What follows belongs to an exercise in optimizing a design on an open flow for small area and a short achievable clock period; a production flow would make more cautious choices.
In this exercise RTL edits were held to simulation tests only and were not proved equivalent to the original.
Power and IR drop assume default switching activity.

## alu_top
module alu_top (
    input             clk,
    input      [7:0]  a_in,
    input      [7:0]  b_in,
    input      [3:0]  command_in,
    input             oe,
    output reg [15:0] d_out
);
    reg [7:0] a_q, b_q;
    reg [3:0] cmd_q;
    reg       oe_q;
    wire [15:0] alu_out;
    always @(posedge clk) begin
        a_q   <= a_in;
        b_q   <= b_in;
        cmd_q <= command_in;
        oe_q  <= oe;
        d_out <= alu_out;
    end
    alu u_alu (.a_in(a_q), .b_in(b_q), .command_in(cmd_q), .oe(oe_q), .d_out(alu_out));
endmodule
Size: ~820 cells after synthesis, ~37 flip-flops, about 38 I/O pins, roughly 5900 sq um of cells after synthesis.
==> module alu, before the edit <==
module alu ( input [7:0]a_in,b_in,input [3:0]command_in,input oe,output [15:0]d_out);
	wire [15:0] prod;
	wire [7:0] q;
	mul u_mul (.a(a_in), .b(b_in), .p(prod));
	div u_div (.a(a_in), .b(b_in), .q(q));
	wire [7:0] a = a_in;
	wire [7:0] b = b_in;
	wire [3:0] c = command_in;
	wire [15:0] dc = 16'd1 << c;
	wire t00 = dc[2] | dc[3] | dc[11] | dc[12] | dc[14];
	wire t01 = dc[0] | dc[3] | dc[11] | dc[13];
	wire t10 = dc[2] | dc[3] | dc[6] | dc[12] | dc[14];
	wire t11 = dc[0] | dc[3] | dc[6] | dc[11] | dc[12] | dc[13];
	wire cen = dc[0] | dc[1] | dc[2] | dc[3] | dc[6];
	wire cin = dc[1] | dc[2];
	wire [7:0] y;
	genvar k;
	generate
		for (k = 0; k < 8; k = k + 1) begin : g_y
			assign y[k] = a[k] ? (b[k] ? t11 : t10) : (b[k] ? t01 : t00);
		end
	endgenerate
	wire [8:0] full = {1'b0, a} + {1'b0, y} + {8'd0, cin};
	wire [7:0] sum = cen ? full[7:0] : (a ^ y);
	wire [8:0] cy = {full[8], 8'd0};
	wire bz = ~(|b);
	wire az = ~(|a);
	wire s_sum = oe & (dc[0] | dc[1] | dc[2] | dc[3] | dc[6] | dc[11] | dc[12] | dc[13] | dc[14] | dc[15]);
	wire s_co  = oe & (dc[0] | dc[1] | dc[6]);
	wire s_sub = oe & (dc[2] | dc[3]);
	wire s_mul = oe & dc[4];
	wire s_div = oe & dc[5];
	wire s_shr = oe & dc[7];
	wire s_ff  = oe & (dc[11] | dc[12] | dc[14]);
	wire hi = s_ff | (s_sub & ~cy[8]) | (s_div & bz);
	wire b0 = oe & ((dc[8] & ~az & ~bz) | (dc[9] & ~(az & bz)) | (dc[10] & az));
	wire [7:0] lo = ({8{s_sum}} & sum) | ({8{s_mul}} & prod[7:0]) | ({8{s_div}} & q)
	              | ({8{s_shr}} & {1'b0, a[7:1]}) | {7'd0, b0};
	assign d_out[7:0] = lo;
	assign d_out[8] = hi | (s_mul & prod[8]) | (s_co & cy[8]);
	assign d_out[15:9] = {7{hi}} | ({7{s_mul}} & prod[15:9]);
endmodule
==> module mul, before the edit <==
module mul (input [7:0] a, b, output [15:0] p);
	wire [7:0] pp [0:7];
	genvar i, j;
	generate
		for (i = 0; i < 8; i = i + 1) begin : g_pp
			assign pp[i] = a & {8{b[i]}};
		end
	endgenerate
	wire [6:0] s [1:7];
	wire [6:0] c [1:7];
	generate
		for (j = 0; j < 7; j = j + 1) begin : g_r1
			ha h (.x(pp[0][j+1]), .y(pp[1][j]), .s(s[1][j]), .c(c[1][j]));
		end
		for (i = 2; i < 8; i = i + 1) begin : g_row
			for (j = 0; j < 7; j = j + 1) begin : g_col
				wire top = (j == 6) ? pp[i-1][7] : s[i-1][j+1];
				fa f (.x(top), .y(pp[i][j]), .z(c[i-1][j]), .s(s[i][j]), .c(c[i][j]));
			end
		end
	endgenerate
	assign p[0] = pp[0][0];
	generate
		for (i = 1; i < 8; i = i + 1) begin : g_lo
			assign p[i] = s[i][0];
		end
	endgenerate
	assign p[15:8] = {1'b0, pp[7][7], s[7][6:1]} + {1'b0, c[7][6:0]};
endmodule
==> module div, before the edit <==
module div (input [7:0] a, b, output [7:0] q);
	wire [9:0] b1 = {2'b00, b};
	wire [9:0] b2 = {1'b0, b, 1'b0};
	wire [7:0] rem [0:4];
	assign rem[4] = 8'd0;
	genvar k;
	generate
		for (k = 3; k >= 0; k = k - 1) begin : g_st
			localparam I = 2*k;
			localparam W = 8 - I;
			wire [W-1:0] t;
			if (W == 2) begin : g_t2
				assign t = a[I+1:I];
			end else begin : g_tn
				assign t = {rem[k+1][W-3:0], a[I+1:I]};
			end
			wire f1 = (b <= ((1 << W) - 1));
			wire f2 = (b <= ((1 << W) - 1) / 2);
			wire f3 = (b <= ((1 << W) - 1) / 3);
			wire [W:0] d1 = {1'b0, t} - {1'b0, b1[W-1:0]};
			wire [W:0] d2 = {1'b0, t} - {1'b0, b2[W-1:0]};
			wire [W-1:0] m3 = {b[W-2:0], 1'b0} + b[W-2:0];
			wire [W:0] d3 = {1'b0, t} - {1'b0, m3};
			wire ge1 = ~d1[W] & f1, ge2 = ~d2[W] & f2, ge3 = ~d3[W] & f3;
			assign q[I+1] = ge2;
			assign q[I] = ge3 | (ge1 & ~ge2);
			wire [W-1:0] r = ge3 ? d3[W-1:0] : ge2 ? d2[W-1:0] : ge1 ? d1[W-1:0] : t;
			if (W == 8) begin : g_r8
				assign rem[k] = r;
			end else begin : g_rn
				assign rem[k] = {{(8-W){1'b0}}, r};
			end
		end
	endgenerate
endmodule
clock: 24.0 ns
lec_check: 0
abc_area: 1
cap_margin: 20
core_margin: 2
core_utilization: 40
cts_buf_list: sky130_fd_sc_hd__clkbuf_8
slew_margin: 60
run.sh (not shown) runs the stock make flow with config.mk's settings and CLKGATE_MAP_FILE= SYNTH_SCRIPT=/design/flow/synth_recipe.tcl, a recipe that flattens the netlist after the stock synthesis.
The baseline finished clean.
Then changed:
--- a/flow/design.v
+++ b/flow/design.v
@@ -37,13 +37,16 @@
 	wire cin = dc[1] | dc[2];
 	wire [7:0] y;
+	wire [8:0] cy;
+	wire [7:0] sum;
+	assign cy[0] = cin;
 	genvar k;
 	generate
-		for (k = 0; k < 8; k = k + 1) begin : g_y
+		for (k = 0; k < 8; k = k + 1) begin : g_add
 			assign y[k] = a[k] ? (b[k] ? t11 : t10) : (b[k] ? t01 : t00);
+			wire ck = (k == 0) ? cy[0] : (cy[k] & cen);
+			assign sum[k] = a[k] ^ y[k] ^ ck;
+			assign cy[k+1] = (a[k] & y[k]) | (ck & (a[k] ^ y[k]));
 		end
 	endgenerate
-	wire [8:0] full = {1'b0, a} + {1'b0, y} + {8'd0, cin};
-	wire [7:0] sum = cen ? full[7:0] : (a ^ y);
-	wire [8:0] cy = {full[8], 8'd0};
 	wire bz = ~(|b);
 	wire az = ~(|a);
@@ -98,9 +101,18 @@
 		end
 	endgenerate
-	assign p[15:8] = {1'b0, pp[7][7], s[7][6:1]} + {1'b0, c[7][6:0]};
+	wire [7:0] rc;
+	ha hf (.x(s[7][1]), .y(c[7][0]), .s(p[8]), .c(rc[0]));
+	generate
+		for (j = 1; j < 7; j = j + 1) begin : g_fin
+			wire top = (j == 6) ? pp[7][7] : s[7][j+1];
+			fa f (.x(top), .y(c[7][j]), .z(rc[j-1]), .s(p[8+j]), .c(rc[j]));
+		end
+	endgenerate
+	assign p[15] = rc[6];
 endmodule
 module div (input [7:0] a, b, output [7:0] q);
 	wire [9:0] b1 = {2'b00, b};
 	wire [9:0] b2 = {1'b0, b, 1'b0};
+	wire [9:0] b3 = b1 + b2;
 	wire [7:0] rem [0:4];
 	assign rem[4] = 8'd0;
@@ -116,12 +128,8 @@
 				assign t = {rem[k+1][W-3:0], a[I+1:I]};
 			end
-			wire f1 = (b <= ((1 << W) - 1));
-			wire f2 = (b <= ((1 << W) - 1) / 2);
-			wire f3 = (b <= ((1 << W) - 1) / 3);
-			wire [W:0] d1 = {1'b0, t} - {1'b0, b1[W-1:0]};
-			wire [W:0] d2 = {1'b0, t} - {1'b0, b2[W-1:0]};
-			wire [W-1:0] m3 = {b[W-2:0], 1'b0} + b[W-2:0];
-			wire [W:0] d3 = {1'b0, t} - {1'b0, m3};
-			wire ge1 = ~d1[W] & f1, ge2 = ~d2[W] & f2, ge3 = ~d3[W] & f3;
+			wire [10:0] d1 = {11'd0, t} - {1'b0, b1};
+			wire [10:0] d2 = {11'd0, t} - {1'b0, b2};
+			wire [10:0] d3 = {11'd0, t} - {1'b0, b3};
+			wire ge1 = ~d1[10], ge2 = ~d2[10], ge3 = ~d3[10];
 			assign q[I+1] = ge2;
 			assign q[I] = ge3 | (ge1 & ~ge2);
Area after synthesis is lower by 4.3%.
Core utilization shrinks by 0.33 points.
Design area falls by 5.2%.
Routed wire length fell by 7.0%.
Power shrinks by 13%.
Non-clock buffer count went down by 8.
Global-route usage barely changes.
Worst setup slack is worse by 1.0 ns.
Clock skew rose by 0.010 ns.
First-iteration DRC count went down by 36%.
Hold slack improved by 0.0086 ns.
Final cell count is lower by 7.7%.

========
## the previous run
The RTL this note starts from:
==> flow/design.v <==
module alu_top (
    input             clk,
    input      [7:0]  a_in,
    input      [7:0]  b_in,
    input      [3:0]  command_in,
    input             oe,
    output reg [15:0] d_out
);
    reg [7:0] a_q, b_q;
    reg [3:0] cmd_q;
    reg       oe_q;
    wire [15:0] alu_out;
    always @(posedge clk) begin
        a_q   <= a_in;
        b_q   <= b_in;
        cmd_q <= command_in;
        oe_q  <= oe;
        d_out <= alu_out;
    end
    alu u_alu (.a_in(a_q), .b_in(b_q), .command_in(cmd_q), .oe(oe_q), .d_out(alu_out));
endmodule

module alu ( input [7:0]a_in,b_in,input [3:0]command_in,input oe,output [15:0]d_out);
	wire [15:0] prod;
	wire [7:0] q;
	mul u_mul (.a(a_in), .b(b_in), .p(prod));
	div u_div (.a(a_in), .b(b_in), .q(q));
	wire [7:0] a = a_in;
	wire [7:0] b = b_in;
	wire [3:0] c = command_in;
	wire [15:0] dc = 16'd1 << c;
	wire t00 = dc[2] | dc[3] | dc[11] | dc[12] | dc[14];
	wire t01 = dc[0] | dc[3] | dc[11] | dc[13];
	wire t10 = dc[2] | dc[3] | dc[6] | dc[12] | dc[14];
	wire t11 = dc[0] | dc[3] | dc[6] | dc[11] | dc[12] | dc[13];
	wire cen = dc[0] | dc[1] | dc[2] | dc[3] | dc[6];
	wire cin = dc[1] | dc[2];
	wire [7:0] y;
	wire [8:0] cy;
	wire [7:0] sum;
	assign cy[0] = cin;
	genvar k;
	generate
		for (k = 0; k < 8; k = k + 1) begin : g_add
			assign y[k] = a[k] ? (b[k] ? t11 : t10) : (b[k] ? t01 : t00);
			wire ck = (k == 0) ? cy[0] : (cy[k] & cen);
			assign sum[k] = a[k] ^ y[k] ^ ck;
			assign cy[k+1] = (a[k] & y[k]) | (ck & (a[k] ^ y[k]));
		end
	endgenerate
	wire bz = ~(|b);
	wire az = ~(|a);
	wire s_sum = oe & (dc[0] | dc[1] | dc[2] | dc[3] | dc[6] | dc[11] | dc[12] | dc[13] | dc[14] | dc[15]);
	wire s_co  = oe & (dc[0] | dc[1] | dc[6]);
	wire s_sub = oe & (dc[2] | dc[3]);
	wire s_mul = oe & dc[4];
	wire s_div = oe & dc[5];
	wire s_shr = oe & dc[7];
	wire s_ff  = oe & (dc[11] | dc[12] | dc[14]);
	wire hi = s_ff | (s_sub & ~cy[8]) | (s_div & bz);
	wire b0 = oe & ((dc[8] & ~az & ~bz) | (dc[9] & ~(az & bz)) | (dc[10] & az));
	wire [7:0] lo = ({8{s_sum}} & sum) | ({8{s_mul}} & prod[7:0]) | ({8{s_div}} & q)
	              | ({8{s_shr}} & {1'b0, a[7:1]}) | {7'd0, b0};
	assign d_out[7:0] = lo;
	assign d_out[8] = hi | (s_mul & prod[8]) | (s_co & cy[8]);
	assign d_out[15:9] = {7{hi}} | ({7{s_mul}} & prod[15:9]);
endmodule
module fa (input x, y, z, output s, c);
	assign s = x ^ y ^ z;
	assign c = (x & y) | (z & (x ^ y));
endmodule
module ha (input x, y, output s, c);
	assign s = x ^ y;
	assign c = x & y;
endmodule
module mul (input [7:0] a, b, output [15:0] p);
	wire [7:0] pp [0:7];
	genvar i, j;
	generate
		for (i = 0; i < 8; i = i + 1) begin : g_pp
			assign pp[i] = a & {8{b[i]}};
		end
	endgenerate
	wire [6:0] s [1:7];
	wire [6:0] c [1:7];
	generate
		for (j = 0; j < 7; j = j + 1) begin : g_r1
			ha h (.x(pp[0][j+1]), .y(pp[1][j]), .s(s[1][j]), .c(c[1][j]));
		end
		for (i = 2; i < 8; i = i + 1) begin : g_row
			for (j = 0; j < 7; j = j + 1) begin : g_col
				wire top = (j == 6) ? pp[i-1][7] : s[i-1][j+1];
				fa f (.x(top), .y(pp[i][j]), .z(c[i-1][j]), .s(s[i][j]), .c(c[i][j]));
			end
		end
	endgenerate
	assign p[0] = pp[0][0];
	generate
		for (i = 1; i < 8; i = i + 1) begin : g_lo
			assign p[i] = s[i][0];
		end
	endgenerate
	wire [7:0] rc;
	ha hf (.x(s[7][1]), .y(c[7][0]), .s(p[8]), .c(rc[0]));
	generate
		for (j = 1; j < 7; j = j + 1) begin : g_fin
			wire top = (j == 6) ? pp[7][7] : s[7][j+1];
			fa f (.x(top), .y(c[7][j]), .z(rc[j-1]), .s(p[8+j]), .c(rc[j]));
		end
	endgenerate
	assign p[15] = rc[6];
endmodule
module div (input [7:0] a, b, output [7:0] q);
	wire [9:0] b1 = {2'b00, b};
	wire [9:0] b2 = {1'b0, b, 1'b0};
	wire [9:0] b3 = b1 + b2;
	wire [7:0] rem [0:4];
	assign rem[4] = 8'd0;
	genvar k;
	generate
		for (k = 3; k >= 0; k = k - 1) begin : g_st
			localparam I = 2*k;
			localparam W = 8 - I;
			wire [W-1:0] t;
			if (W == 2) begin : g_t2
				assign t = a[I+1:I];
			end else begin : g_tn
				assign t = {rem[k+1][W-3:0], a[I+1:I]};
			end
			wire [10:0] d1 = {11'd0, t} - {1'b0, b1};
			wire [10:0] d2 = {11'd0, t} - {1'b0, b2};
			wire [10:0] d3 = {11'd0, t} - {1'b0, b3};
			wire ge1 = ~d1[10], ge2 = ~d2[10], ge3 = ~d3[10];
			assign q[I+1] = ge2;
			assign q[I] = ge3 | (ge1 & ~ge2);
			wire [W-1:0] r = ge3 ? d3[W-1:0] : ge2 ? d2[W-1:0] : ge1 ? d1[W-1:0] : t;
			if (W == 8) begin : g_r8
				assign rem[k] = r;
			end else begin : g_rn
				assign rem[k] = {{(8-W){1'b0}}, r};
			end
		end
	endgenerate
endmodule
clock: 24.0 ns
lec_check: 0
abc_area: 1
cap_margin: 20
core_margin: 2
core_utilization: 40
cts_buf_list: sky130_fd_sc_hd__clkbuf_8
slew_margin: 60
standard.sh (not shown) runs the stock make flow with config.mk's settings and CLKGATE_MAP_FILE= SYNTH_SCRIPT=/design/flow/synth_recipe.tcl, a recipe that flattens the netlist after the stock synthesis.
==> flow/flow/run.sh <==
#!/bin/bash
# The standard layout, with the port buffers that global placement inserts
# made of the smallest plain buffer instead of the default choice.
set -euo pipefail
export BUFFER_PORTS_ARGS="-buffer_cell sky130_fd_sc_hd__buf_1"
bash standard.sh finish > standard_flow.log 2>&1
Per the final summary, the previous run finished and its layout is clean on timing, DRC and antenna.
Changes in the current run relative to the previous run:
diff --git a/flow/design.v b/flow/design.v
--- a/flow/design.v
+++ b/flow/design.v
@@ -36,18 +36,15 @@
 	wire cen = dc[0] | dc[1] | dc[2] | dc[3] | dc[6];
 	wire cin = dc[1] | dc[2];
 	wire [7:0] y;
-	wire [8:0] cy;
-	wire [7:0] sum;
-	assign cy[0] = cin;
 	genvar k;
 	generate
-		for (k = 0; k < 8; k = k + 1) begin : g_add
+		for (k = 0; k < 8; k = k + 1) begin : g_y
 			assign y[k] = a[k] ? (b[k] ? t11 : t10) : (b[k] ? t01 : t00);
-			wire ck = (k == 0) ? cy[0] : (cy[k] & cen);
-			assign sum[k] = a[k] ^ y[k] ^ ck;
-			assign cy[k+1] = (a[k] & y[k]) | (ck & (a[k] ^ y[k]));
 		end
 	endgenerate
+	wire [8:0] full = {1'b0, a} + {1'b0, y} + {8'd0, cin};
+	wire [7:0] sum = cen ? full[7:0] : (a ^ y);
+	wire [8:0] cy = {full[8], 8'd0};
 	wire bz = ~(|b);
 	wire az = ~(|a);
 	wire s_sum = oe & (dc[0] | dc[1] | dc[2] | dc[3] | dc[6] | dc[11] | dc[12] | dc[13] | dc[14] | dc[15]);
@@ -100,20 +97,11 @@
 			assign p[i] = s[i][0];
 		end
 	endgenerate
-	wire [7:0] rc;
-	ha hf (.x(s[7][1]), .y(c[7][0]), .s(p[8]), .c(rc[0]));
-	generate
-		for (j = 1; j < 7; j = j + 1) begin : g_fin
-			wire top = (j == 6) ? pp[7][7] : s[7][j+1];
-			fa f (.x(top), .y(c[7][j]), .z(rc[j-1]), .s(p[8+j]), .c(rc[j]));
-		end
-	endgenerate
-	assign p[15] = rc[6];
+	assign p[15:8] = {1'b0, pp[7][7], s[7][6:1]} + {1'b0, c[7][6:0]};
 endmodule
 module div (input [7:0] a, b, output [7:0] q);
 	wire [9:0] b1 = {2'b00, b};
 	wire [9:0] b2 = {1'b0, b, 1'b0};
-	wire [9:0] b3 = b1 + b2;
 	wire [7:0] rem [0:4];
 	assign rem[4] = 8'd0;
 	genvar k;
@@ -127,10 +115,14 @@
 			end else begin : g_tn
 				assign t = {rem[k+1][W-3:0], a[I+1:I]};
 			end
-			wire [10:0] d1 = {11'd0, t} - {1'b0, b1};
-			wire [10:0] d2 = {11'd0, t} - {1'b0, b2};
-			wire [10:0] d3 = {11'd0, t} - {1'b0, b3};
-			wire ge1 = ~d1[10], ge2 = ~d2[10], ge3 = ~d3[10];
+			wire f1 = (b <= ((1 << W) - 1));
+			wire f2 = (b <= ((1 << W) - 1) / 2);
+			wire f3 = (b <= ((1 << W) - 1) / 3);
+			wire [W:0] d1 = {1'b0, t} - {1'b0, b1[W-1:0]};
+			wire [W:0] d2 = {1'b0, t} - {1'b0, b2[W-1:0]};
+			wire [W-1:0] m3 = {b[W-2:0], 1'b0} + b[W-2:0];
+			wire [W:0] d3 = {1'b0, t} - {1'b0, m3};
+			wire ge1 = ~d1[W] & f1, ge2 = ~d2[W] & f2, ge3 = ~d3[W] & f3;
 			assign q[I+1] = ge2;
 			assign q[I] = ge3 | (ge1 & ~ge2);
 			wire [W-1:0] r = ge3 ? d3[W-1:0] : ge2 ? d2[W-1:0] : ge1 ? d1[W-1:0] : t;
### Flow results
From the current run to the previous run, total DRC errors in the routed layout did not move at all.
Length of routed wiring on met1 went up by a little under 10% going from the previous run to the current run.
Delta (the current run minus the previous run): worst setup slack for register-to-register paths moved up, clock latency on the worst-skew pair level, leakage power of the design moved up, count of clock-buffer cells in the layout moved down, simple logic cell fraction of the synthesized area moved down.
Re combinational power: the previous run and the current run aren't equal, and the lower value belongs to the previous run.

==> static timing again, ports no longer ideal <==
The flow's constraints put no driver on any port. The routed layouts listed below were extracted and timed again, unchanged, in two steps. Step 1, drivers: a clkbuf_16 drives clk and a buf_2 each remaining input, both assumed. Step 2 times the ports against the registers' clock, not the clock port: input delays grow and output delays shrink by t, the midpoint of the rising clock arrivals with the driver on. Slacks: ideal / step 1 / step 2; pairs: ideal / step 1.
run	shift t [ns]	setup WS [ns]	hold WS [ns]	worst setup path after step 2
the first run of note 1	0.348	17.875 / 17.875 / 17.875	0.613 / 0.613 / 0.613	register to register
the second run of note 1	0.353	16.849 / 16.849 / 16.849	0.621 / 0.621 / 0.621	register to register
the previous run	0.351	16.847 / 16.847 / 16.847	0.644 / 0.644 / 0.644	register to register
the current run	0.348	17.762 / 17.762 / 17.762	0.625 / 0.625 / 0.625	register to register
After both steps setup and hold are still met in every run listed.
